This design comes from an exercise in tuning for small area, a short achievable clock period and few clock cycles on the open sky130 flow, not from production work.
For this run, only the layout was checked, not whether the RTL still works.
Power and IR drop assume default switching activity.

File: design/flow/run.sh
#!/bin/bash
# synth_recipe.tcl (not shown) runs the flow's synth.tcl, then flattens the netlist and writes it again
# the make line also repeats each setting of config.mk as NAME=value (left out here)
make -C /OpenROAD-flow-scripts/flow DESIGN_CONFIG=/design/flow/config.mk WORK_HOME=/design/flow/orfs CLKGATE_MAP_FILE= SYNTH_SCRIPT=/design/flow/synth_recipe.tcl finish
File: design/flow/config.mk
export PLATFORM = sky130hd
export DESIGN_NAME = matriscarpici
export DESIGN_NICKNAME = matriscarpici
export VERILOG_FILES = /design/flow/design.v
export SDC_FILE = /design/flow/constraint.sdc
export NUM_CORES = 4
export LEC_CHECK = 0
export CAP_MARGIN = 20
export CORE_MARGIN = 2
export CORE_UTILIZATION = 40
export PLACE_DENSITY = 0.6
export SLEW_MARGIN = 20
File: design/flow/constraint.sdc
create_clock -name core_clock -period 9.0 [get_ports {clk}]
set_input_delay 1.8000 -clock core_clock [delete_from_list [all_inputs] [get_ports {clk}]]
set_output_delay 1.8000 -clock core_clock [all_outputs]
set_load 0.01 [all_outputs]
File: design/flow/design.v
`timescale 1ns / 1ps
module matriscarpici #(parameter M=8)(
    input clk,
    input rst,
    input [M-1:0] matris_veri,
    input matris_gecerli,
    output reg [2*M+1:0] carpim_veri,
    output reg carpim_gecerli
    );
    localparam [17:0] BASLA = 18'd88064;    
    reg [7:0]   a_zincir [7:0];    
    reg [4:0]   sayac;             
    reg [3:0]   b_one, b_two, b_neg;    
    reg         b_b7;
    reg         p_v, p_k0, p_k3, p_j1, p_t1, p_t2;
    reg [17:0]  r0a, r1a, r1b;
    wire al   = matris_gecerli && !sayac[4];
    wire al_b = al && sayac[3];
    wire [9:0] bb = {1'b0, matris_veri, 1'b0};
    wire [3:0] e_one, e_two, e_neg;
    genvar g;
    generate for (g = 0; g < 4; g = g + 1) begin : enc
        assign e_one[g] = bb[2*g+1] ^ bb[2*g];
        assign e_two[g] = (bb[2*g+2] & ~bb[2*g+1] & ~bb[2*g]) | (~bb[2*g+2] & bb[2*g+1] & bb[2*g]);
        assign e_neg[g] = bb[2*g+2];
    end endgenerate
    wire [3:0] nn = {4{p_v}} & ~b_neg;
    wire [17:0] acc0 = p_k0 ? BASLA : p_v ? r0a : (p_t1 || p_t2) ? r1a : carpim_veri;
    wire [17:0] acc1 = p_k0 ? BASLA : p_v ? r1a : r1b;
    wire [17:0] mac0, mac1;
    matriscarpici_mac u0 (.a(a_zincir[0]), .one(b_one), .two(b_two), .neg(b_neg), .nn(nn),
                          .b7(b_b7), .acc(acc0), .y(mac0));
    matriscarpici_mac u1 (.a(a_zincir[4]), .one(b_one), .two(b_two), .neg(b_neg), .nn(nn),
                          .b7(b_b7), .acc(acc1), .y(mac1));
    wire kaydir = (al && !sayac[3]) || (p_v && p_j1);
    integer i;
    always @(posedge clk) begin
        if (kaydir) begin
            for (i = 0; i < 7; i = i + 1) a_zincir[i] <= a_zincir[i+1];
            a_zincir[7] <= matris_veri;
        end
        carpim_veri <= mac0;
        r1b <= mac1;
        if (p_v) r0a <= carpim_veri;
        if (p_v || p_t1) r1a <= r1b;
        if (rst) begin
            sayac <= 5'd0;
            b_one <= 4'd0; b_two <= 4'd0; b_neg <= 4'd0; b_b7 <= 1'b0;
            p_v <= 1'b0; p_k0 <= 1'b0; p_k3 <= 1'b0; p_j1 <= 1'b0;
            p_t1 <= 1'b0; p_t2 <= 1'b0;
            carpim_gecerli <= 1'b0;
        end else begin
            b_one <= al_b ? e_one : 4'd0;
            b_two <= al_b ? e_two : 4'd0;
            b_neg <= al_b ? e_neg : 4'd0;
            b_b7  <= al_b & matris_veri[7];
            p_v  <= al_b;
            p_k0 <= al_b && (sayac[2:1] == 2'd0);
            p_k3 <= al_b && (sayac[2:1] == 2'd3);
            p_j1 <= al_b && sayac[0];
            p_t1 <= (sayac == 5'd16);
            p_t2 <= (sayac == 5'd17);
            carpim_gecerli <= (p_v && p_k3) || p_t1 || p_t2;
            if (sayac == 5'd18)
                sayac <= 5'd0;
            else if (sayac[4] || al)
                sayac <= sayac + 5'd1;
        end
    end
endmodule
module matriscarpici_mac (
    input  [7:0] a,
    input  [3:0] one, two, neg, nn,
    input        b7,
    input  [17:0] acc,
    output [17:0] y
);
    wire x0_0 = ((one[0] & a[0])) ^ neg[0];
    wire x0_1 = ((one[0] & a[1]) | (two[0] & a[0])) ^ neg[0];
    wire x0_2 = ((one[0] & a[2]) | (two[0] & a[1])) ^ neg[0];
    wire x0_3 = ((one[0] & a[3]) | (two[0] & a[2])) ^ neg[0];
    wire x0_4 = ((one[0] & a[4]) | (two[0] & a[3])) ^ neg[0];
    wire x0_5 = ((one[0] & a[5]) | (two[0] & a[4])) ^ neg[0];
    wire x0_6 = ((one[0] & a[6]) | (two[0] & a[5])) ^ neg[0];
    wire x0_7 = ((one[0] & a[7]) | (two[0] & a[6])) ^ neg[0];
    wire x0_8 = ((two[0] & a[7])) ^ neg[0];
    wire x1_0 = ((one[1] & a[0])) ^ neg[1];
    wire x1_1 = ((one[1] & a[1]) | (two[1] & a[0])) ^ neg[1];
    wire x1_2 = ((one[1] & a[2]) | (two[1] & a[1])) ^ neg[1];
    wire x1_3 = ((one[1] & a[3]) | (two[1] & a[2])) ^ neg[1];
    wire x1_4 = ((one[1] & a[4]) | (two[1] & a[3])) ^ neg[1];
    wire x1_5 = ((one[1] & a[5]) | (two[1] & a[4])) ^ neg[1];
    wire x1_6 = ((one[1] & a[6]) | (two[1] & a[5])) ^ neg[1];
    wire x1_7 = ((one[1] & a[7]) | (two[1] & a[6])) ^ neg[1];
    wire x1_8 = ((two[1] & a[7])) ^ neg[1];
    wire x2_0 = ((one[2] & a[0])) ^ neg[2];
    wire x2_1 = ((one[2] & a[1]) | (two[2] & a[0])) ^ neg[2];
    wire x2_2 = ((one[2] & a[2]) | (two[2] & a[1])) ^ neg[2];
    wire x2_3 = ((one[2] & a[3]) | (two[2] & a[2])) ^ neg[2];
    wire x2_4 = ((one[2] & a[4]) | (two[2] & a[3])) ^ neg[2];
    wire x2_5 = ((one[2] & a[5]) | (two[2] & a[4])) ^ neg[2];
    wire x2_6 = ((one[2] & a[6]) | (two[2] & a[5])) ^ neg[2];
    wire x2_7 = ((one[2] & a[7]) | (two[2] & a[6])) ^ neg[2];
    wire x2_8 = ((two[2] & a[7])) ^ neg[2];
    wire x3_0 = ((one[3] & a[0])) ^ neg[3];
    wire x3_1 = ((one[3] & a[1]) | (two[3] & a[0])) ^ neg[3];
    wire x3_2 = ((one[3] & a[2]) | (two[3] & a[1])) ^ neg[3];
    wire x3_3 = ((one[3] & a[3]) | (two[3] & a[2])) ^ neg[3];
    wire x3_4 = ((one[3] & a[4]) | (two[3] & a[3])) ^ neg[3];
    wire x3_5 = ((one[3] & a[5]) | (two[3] & a[4])) ^ neg[3];
    wire x3_6 = ((one[3] & a[6]) | (two[3] & a[5])) ^ neg[3];
    wire x3_7 = ((one[3] & a[7]) | (two[3] & a[6])) ^ neg[3];
    wire x3_8 = ((two[3] & a[7])) ^ neg[3];
    wire y_0 = b7 & a[0];
    wire y_1 = b7 & a[1];
    wire y_2 = b7 & a[2];
    wire y_3 = b7 & a[3];
    wire y_4 = b7 & a[4];
    wire y_5 = b7 & a[5];
    wire y_6 = b7 & a[6];
    wire y_7 = b7 & a[7];
    wire t1 = neg[0] ^ acc[0] ^ x0_0;
    wire t2 = (neg[0] & acc[0]) | (neg[0] & x0_0) | (acc[0] & x0_0);
    wire t3 = neg[1] ^ acc[2] ^ x0_2;
    wire t4 = (neg[1] & acc[2]) | (neg[1] & x0_2) | (acc[2] & x0_2);
    wire t5 = acc[3] ^ x0_3 ^ x1_1;
    wire t6 = (acc[3] & x0_3) | (acc[3] & x1_1) | (x0_3 & x1_1);
    wire t7 = neg[2] ^ acc[4] ^ x0_4;
    wire t8 = (neg[2] & acc[4]) | (neg[2] & x0_4) | (acc[4] & x0_4);
    wire t9 = acc[5] ^ x0_5 ^ x1_3;
    wire t10 = (acc[5] & x0_5) | (acc[5] & x1_3) | (x0_5 & x1_3);
    wire t11 = neg[3] ^ acc[6] ^ x0_6;
    wire t12 = (neg[3] & acc[6]) | (neg[3] & x0_6) | (acc[6] & x0_6);
    wire t13 = x1_4 ^ x2_2 ^ x3_0;
    wire t14 = (x1_4 & x2_2) | (x1_4 & x3_0) | (x2_2 & x3_0);
    wire t15 = acc[7] ^ x0_7 ^ x1_5;
    wire t16 = (acc[7] & x0_7) | (acc[7] & x1_5) | (x0_7 & x1_5);
    wire t17 = y_0 ^ acc[8] ^ x0_8;
    wire t18 = (y_0 & acc[8]) | (y_0 & x0_8) | (acc[8] & x0_8);
    wire t19 = x1_6 ^ x2_4 ^ x3_2;
    wire t20 = (x1_6 & x2_4) | (x1_6 & x3_2) | (x2_4 & x3_2);
    wire t21 = nn[0] ^ y_1 ^ acc[9];
    wire t22 = (nn[0] & y_1) | (nn[0] & acc[9]) | (y_1 & acc[9]);
    wire t23 = x1_7 ^ x2_5 ^ x3_3;
    wire t24 = (x1_7 & x2_5) | (x1_7 & x3_3) | (x2_5 & x3_3);
    wire t25 = y_2 ^ acc[10] ^ x1_8;
    wire t26 = (y_2 & acc[10]) | (y_2 & x1_8) | (acc[10] & x1_8);
    wire t27 = nn[1] ^ y_3 ^ acc[11];
    wire t28 = (nn[1] & y_3) | (nn[1] & acc[11]) | (y_3 & acc[11]);
    wire t29 = y_4 ^ acc[12] ^ x2_8;
    wire t30 = (y_4 & acc[12]) | (y_4 & x2_8) | (acc[12] & x2_8);
    wire t31 = nn[2] ^ y_5 ^ acc[13];
    wire t32 = (nn[2] & y_5) | (nn[2] & acc[13]) | (y_5 & acc[13]);
    wire t33 = y_6 ^ acc[14] ^ x3_8;
    wire t34 = (y_6 & acc[14]) | (y_6 & x3_8) | (acc[14] & x3_8);
    wire t35 = nn[3] ^ y_7 ^ acc[15];
    wire t36 = (nn[3] & y_7) | (nn[3] & acc[15]) | (y_7 & acc[15]);
    wire t37 = acc[1] ^ x0_1 ^ t2;
    wire t38 = (acc[1] & x0_1) | (acc[1] & t2) | (x0_1 & t2);
    wire t39 = x1_2 ^ x2_0 ^ t6;
    wire t40 = (x1_2 & x2_0) | (x1_2 & t6) | (x2_0 & t6);
    wire t41 = x2_1 ^ t8 ^ t9;
    wire t42 = (x2_1 & t8) | (x2_1 & t9) | (t8 & t9);
    wire t43 = t10 ^ t11 ^ t13;
    wire t44 = (t10 & t11) | (t10 & t13) | (t11 & t13);
    wire t45 = x2_3 ^ x3_1 ^ t12;
    wire t46 = (x2_3 & x3_1) | (x2_3 & t12) | (x3_1 & t12);
    wire t47 = t16 ^ t17 ^ t19;
    wire t48 = (t16 & t17) | (t16 & t19) | (t17 & t19);
    wire t49 = t18 ^ t20 ^ t21;
    wire t50 = (t18 & t20) | (t18 & t21) | (t20 & t21);
    wire t51 = x2_6 ^ x3_4 ^ t22;
    wire t52 = (x2_6 & x3_4) | (x2_6 & t22) | (x3_4 & t22);
    wire t53 = x2_7 ^ x3_5 ^ t26;
    wire t54 = (x2_7 & x3_5) | (x2_7 & t26) | (x3_5 & t26);
    wire t55 = x3_6 ^ t28 ^ t29;
    wire t56 = (x3_6 & t28) | (x3_6 & t29) | (t28 & t29);
    wire t57 = x3_7 ^ t30 ^ t31;
    wire t58 = (x3_7 & t30) | (x3_7 & t31) | (t30 & t31);
    wire t59 = x1_0 ^ t3 ^ t38;
    wire t60 = (x1_0 & t3) | (x1_0 & t38) | (t3 & t38);
    wire t61 = t14 ^ t15 ^ t44;
    wire t62 = (t14 & t15) | (t14 & t44) | (t15 & t44);
    wire t63 = t23 ^ t48 ^ t49;
    wire t64 = (t23 & t48) | (t23 & t49) | (t48 & t49);
    wire t65 = t24 ^ t25 ^ t50;
    wire t66 = (t24 & t25) | (t24 & t50) | (t25 & t50);
    wire t67 = t27 ^ t52 ^ t53;
    wire t68 = (t27 & t52) | (t27 & t53) | (t52 & t53);
    wire t69 = t32 ^ t33 ^ t58;
    wire t70 = (t32 & t33) | (t32 & t58) | (t33 & t58);
    wire t71 = t4 ^ t5 ^ t60;
    wire t72 = (t4 & t5) | (t4 & t60) | (t5 & t60);
    wire t73 = t46 ^ t47 ^ t62;
    wire t74 = (t46 & t47) | (t46 & t62) | (t47 & t62);
    wire t75 = t51 ^ t64 ^ t65;
    wire t76 = (t51 & t64) | (t51 & t65) | (t64 & t65);
    wire t77 = t54 ^ t55 ^ t68;
    wire t78 = (t54 & t55) | (t54 & t68) | (t55 & t68);
    wire t79 = t34 ^ t35 ^ t70;
    wire t80 = (t34 & t35) | (t34 & t70) | (t35 & t70);
    wire t81 = t7 ^ t39 ^ t72;
    wire t82 = (t7 & t39) | (t7 & t72) | (t39 & t72);
    wire t83 = t66 ^ t67 ^ t76;
    wire t84 = (t66 & t67) | (t66 & t76) | (t67 & t76);
    wire t85 = t56 ^ t57 ^ t78;
    wire t86 = (t56 & t57) | (t56 & t78) | (t57 & t78);
    wire t87 = acc[16] ^ t36 ^ t80;
    wire t88 = (acc[16] & t36) | (acc[16] & t80) | (t36 & t80);
    wire t89 = t40 ^ t41 ^ t82;
    wire t90 = (t40 & t41) | (t40 & t82) | (t41 & t82);
    wire t91 = t42 ^ t43 ^ t90;
    wire t92 = (t42 & t43) | (t42 & t90) | (t43 & t90);
    wire t93 = t45 ^ t61 ^ t92;
    wire t94 = (t45 & t61) | (t45 & t92) | (t61 & t92);
    wire [17:0] ra = {acc[17], t87, t79, t69, t85, t77, t83, t75, t63, t94, t93, t91, t89, t81, t71, t59, t37, t1};
    wire [17:0] rb = {t88, 1'b0, 1'b0, t86, 1'b0, t84, 1'b0, 1'b0, t74, t73, 1'b0, 1'b0, 1'b0, 1'b0, 1'b0, 1'b0, 1'b0, 1'b0};
    assign y = ra + rb;
endmodule
==> results.sh <==
export IMPL_status="timing/DRC/antenna clean"
export IMPL_core_area_um2=23260
export IMPL_clock_path_buffers=2
export IMPL_clkTransAtPathRegs_ns=0.07
export IMPL_synth_area_top_cells="edfxtp_1, fa_1, dfxtp_1, xnor2_1, a22oi_1"
export IMPL_cp_top_family="adder cells"
export IMPL_grt_pass1_vias=5761
export IMPL_drtIter0Drc=314
export IMPL_max_freq_ghz=0.1607
export IMPL_ant_nets=0
export IMPL_start_util_pct=40.32
export IMPL_die_area_um2=24690
export IMPL_synth_seq_cells=161
export IMPL_ir_drop_uv=84.43
export IMPL_wl_per_cell_um=17.01
export IMPL_via_per_inst=4.860
export IMPL_cp_common_cell="fa_1"
export IMPL_finalMaxSlewViolations=0
export IMPL_fin_crit_sh_pct=69.15
export IMPL_pin_count=30
export IMPL_clock_sinks=161
export IMPL_p_per_area_nw_per_um2=195.2
export IMPL_track_usage_pct=16.71
export IMPL_dr_pass1_iters=5
export IMPL_grt_ovfl_total=0
export IMPL_avgSynthCellArea_um2=12.01
export IMPL_fp_dieW_um=157.1
export IMPL_ys_types=44
export IMPL_path_buf_inv=3
export IMPL_cts_buffers=17
export IMPL_worstMarginPinSlew_ns=1.029
export IMPL_cp_slowest_cell="dfxtp_2"
export IMPL_diodes=0
export IMPL_area_growth_pct=11.99
export IMPL_row_count=56
export IMPL_maxCapViolCount=0
export IMPL_layout_nets=896
export IMPL_grt_max_degree=65
export IMPL_netlist_area_leader_share_pct=32.02
export IMPL_antenna_found_initial=0
export IMPL_die_height_um=157.1
export IMPL_multi_input_area_um2=4631
export IMPL_vias=5399
export IMPL_drc_errors=0
export IMPL_crit_type="flop to flop"
export IMPL_drive_gt1_share_pct=7.955
export IMPL_rsz0062_at_grt="no"
export IMPL_synth_nets=898
export IMPL_cts_root_buf="clkbuf_16"
export IMPL_wirelength_um=18900
export IMPL_crit_required_ns=9.33
export IMPL_finalHoldViolCount=0
export IMPL_post_cts_resized=0
export IMPL_skew_ns=0.01148
export IMPL_critical_path_max_stage_delay_ns=0.70
export IMPL_synth_top_flop_cell="edfxtp_1"
export IMPL_placed_cell_area_um2=9889
export IMPL_ys_seq_area_share_pct=45.04
export IMPL_port_buffers=29
export IMPL_n_fill_cell=2177
export IMPL_slew_limit_headroom_pct=31.33
export IMPL_seq_area_um2=4225
export IMPL_synth_top_cell_by_area="edfxtp_1"
export IMPL_critPathArrivalTime_ns=6.55
export IMPL_synth_edff_count=100
export IMPL_endpoint_kind="flop"
export IMPL_clk_latency_ns=0.44
export IMPL_critPathMaxFanout=35
export IMPL_setup_viol=0
export IMPL_synthCells=781
export IMPL_final_min_clock_period_ns=6.224
export IMPL_post_dp_hpwl_um=13250
export IMPL_h_tree_depth=4
export IMPL_cellLeakagePower_nw=4.047
export IMPL_grt_pass1_wl_um=31090
export IMPL_gp_congestion=0.7948
export IMPL_synth_warnings=3
export IMPL_cp_start_kind="flop"
export IMPL_async_flop_share_pct=0
export IMPL_cts_hold_fix_buffers=0
export IMPL_hold_path_class="flop to flop"
export IMPL_tns_ns=0
export IMPL_cts_setup_buffers=0
export IMPL_final_area_um2=10500
export IMPL_syn_area_um2=9379
export IMPL_cts_tree="built"
export IMPL_cp_cell_sequence="inv_2 -> nor2_1 -> a311oi_1 -> mux2_2 -> fa_1 -> fa_1 -> inv_1 -> fa_1 -> inv_1 -> fa_1 -> fa_1 -> fa_1 -> fa_1 -> ha_1 -> fa_1 -> a41oi_1 -> o21ai_0 -> xnor2_1"
## metal layers
layer / wire (um) / vias up / part of all wire (%) / global-route usage [%]
met1: 9222 / 2680 / 49 / 23.83
met4: 336 / 0 / 1.8 / 5.974
met3: 801 / 25 / 4.2 / 2.919
met5: 0 / - / 0 / 0
li1: - / 2582 / - / -
met2: 8535 / 112 / 45 / 25.75
## path summary, 6_finish.rpt
check                           startpoint                  endpoint  slack (ns)  cells past startpoint
hold / removal    a_zincir[2][0]$_DFFE_PP_  a_zincir[1][0]$_DFFE_PP_        0.42                      0
setup reg to reg            p_v$_SDFF_PP0_   carpim_veri[16]$_DFF_P_        2.78                     18
hold reg to reg   a_zincir[2][0]$_DFFE_PP_  a_zincir[1][0]$_DFFE_PP_        0.42                      0
setup / recovery            p_v$_SDFF_PP0_   carpim_veri[16]$_DFF_P_        2.78                     18
## power breakdown
| group | internal [mW] | switching, mW | total [mW] |
|---|---|---|---|
| logic | 0.196 | 0.193 | 0.390 |
| registers | 0.876 | 0.0544 | 0.930 |
| clock network | 0.377 | 0.354 | 0.731 |
| total | 1.45 | 0.601 | 2.05 |
## layout by cell type, fill, tap and decap left out, types with 20 or more instances in the layout
cell,Yosys,layout
nand2_1,56,56
fa_1,94,94
dfxtp_1,61,60
inv_1,79,79
xnor2_1,75,75
nor2_1,38,38
a22oi_1,56,56
clkdlybuf4s50_1,0,29
edfxtp_1,100,100
xor2_1,20,20
## cell usage after synthesis, types with 8 or more instances
| cell type | n |
|---|---|
| edfxtp_1 | 100 |
| clkbuf_1 | 38 |
| dfxtp_1 | 61 |
| inv_1 | 79 |
| mux2i_1 | 18 |
| xnor2_1 | 75 |
| ha_1 | 12 |
| and2_1 | 18 |
| o21ai_0 | 19 |
| nor2_1 | 38 |
| a311o_1 | 9 |
| nand2_1 | 56 |
| a22oi_1 | 56 |
| fa_1 | 94 |
| or2_2 | 8 |
| buf_2 | 12 |
| a21oi_1 | 12 |
| xor2_1 | 20 |
## per-stage QoR
step	total power [mW]	cells	worst slack, ns	hold slack, ns	utilization [%]
floorplan	1.207	781	2.068	0.4003	-
global placement	1.328	1079	2.796	0.4000	42.51
detailed placement	1.342	1079	2.749	0.4045	42.51
CTS	2.079	1111	2.705	0.4198	45.15
global route	2.174	1111	2.362	0.4256	45.15
finish	2.050	1111	2.776	0.4191	45.15
## registers in the layout (all words and copies together) (netlist names), 4 cells and up
register / cells
b_two: 4
carpim_veri: 18
b_one: 4
sayac: 5
r1a: 18
r0a: 18
r1b: 18
b_neg: 4
a_zincir: 64
## logic make-up after synthesis
group / after synthesis / share of synthesized area (%)
buffers and inverters: 136 / 5.710
XOR/XNOR: 95 / 8.871
AO/OA/AOI/OAI: 111 / 8.484
AND/OR/NAND/NOR: 147 / 7.471
multiplexers: 25 / 2.761
adder cells (fa/ha/maj): 106 / 21.66
flip-flops: 161 / 45.04
## worst reg2reg max path: cells and delay by family (launching register included)
kind / cells / cell delay [ns]
DFF: 1 / 0.70
and+or+nand+nor: 1 / 0.20
buffers and inverters: 3 / 0.61
AOI/OAI and AO/OA: 3 / 0.49
xor gates and xnor gates: 1 / 0.14
adders and majority gates: 9 / 3.64
muxes: 1 / 0.34
## area by class of cell
class / instances / area share, %
sequential: 161 / 40.23
clock buffer: 17 / 4.050
tap: 319 / 3.800
clock inverter: 15 / 1.799
multi-input combinational: 484 / 44.09
timing repair buffer: 34 / 3.121
inverter: 81 / 2.918

-- re-timing with driven ports --
The results above use ideal ports. As a check the final layout listed here was re-extracted and re-timed, cells and wires unchanged. Step 1, drivers: a clkbuf_16 drives clk and a buf_2 each remaining input, both assumed. Step 2 adds t to the input delays and takes it off the output delays; t is the mean of the earliest and latest rising clock arrival at the registers after step 1. Input paths then give back, and output paths get back, about the clock's delay inside the block. a / b / c = ideal ports / drivers / drivers and shift; a / b = the first two.
t, ns: 0.476
setup WS [ns]: 2.776 / 2.776 / 2.776
hold slack, ns: 0.419 / 0.419 / 0.419
cell pins on the clock port's net: 1
After both steps setup and hold are still met in this run. The setup slack of this run moves by 0.000 ns with the drivers and by 0.000 ns with both steps.
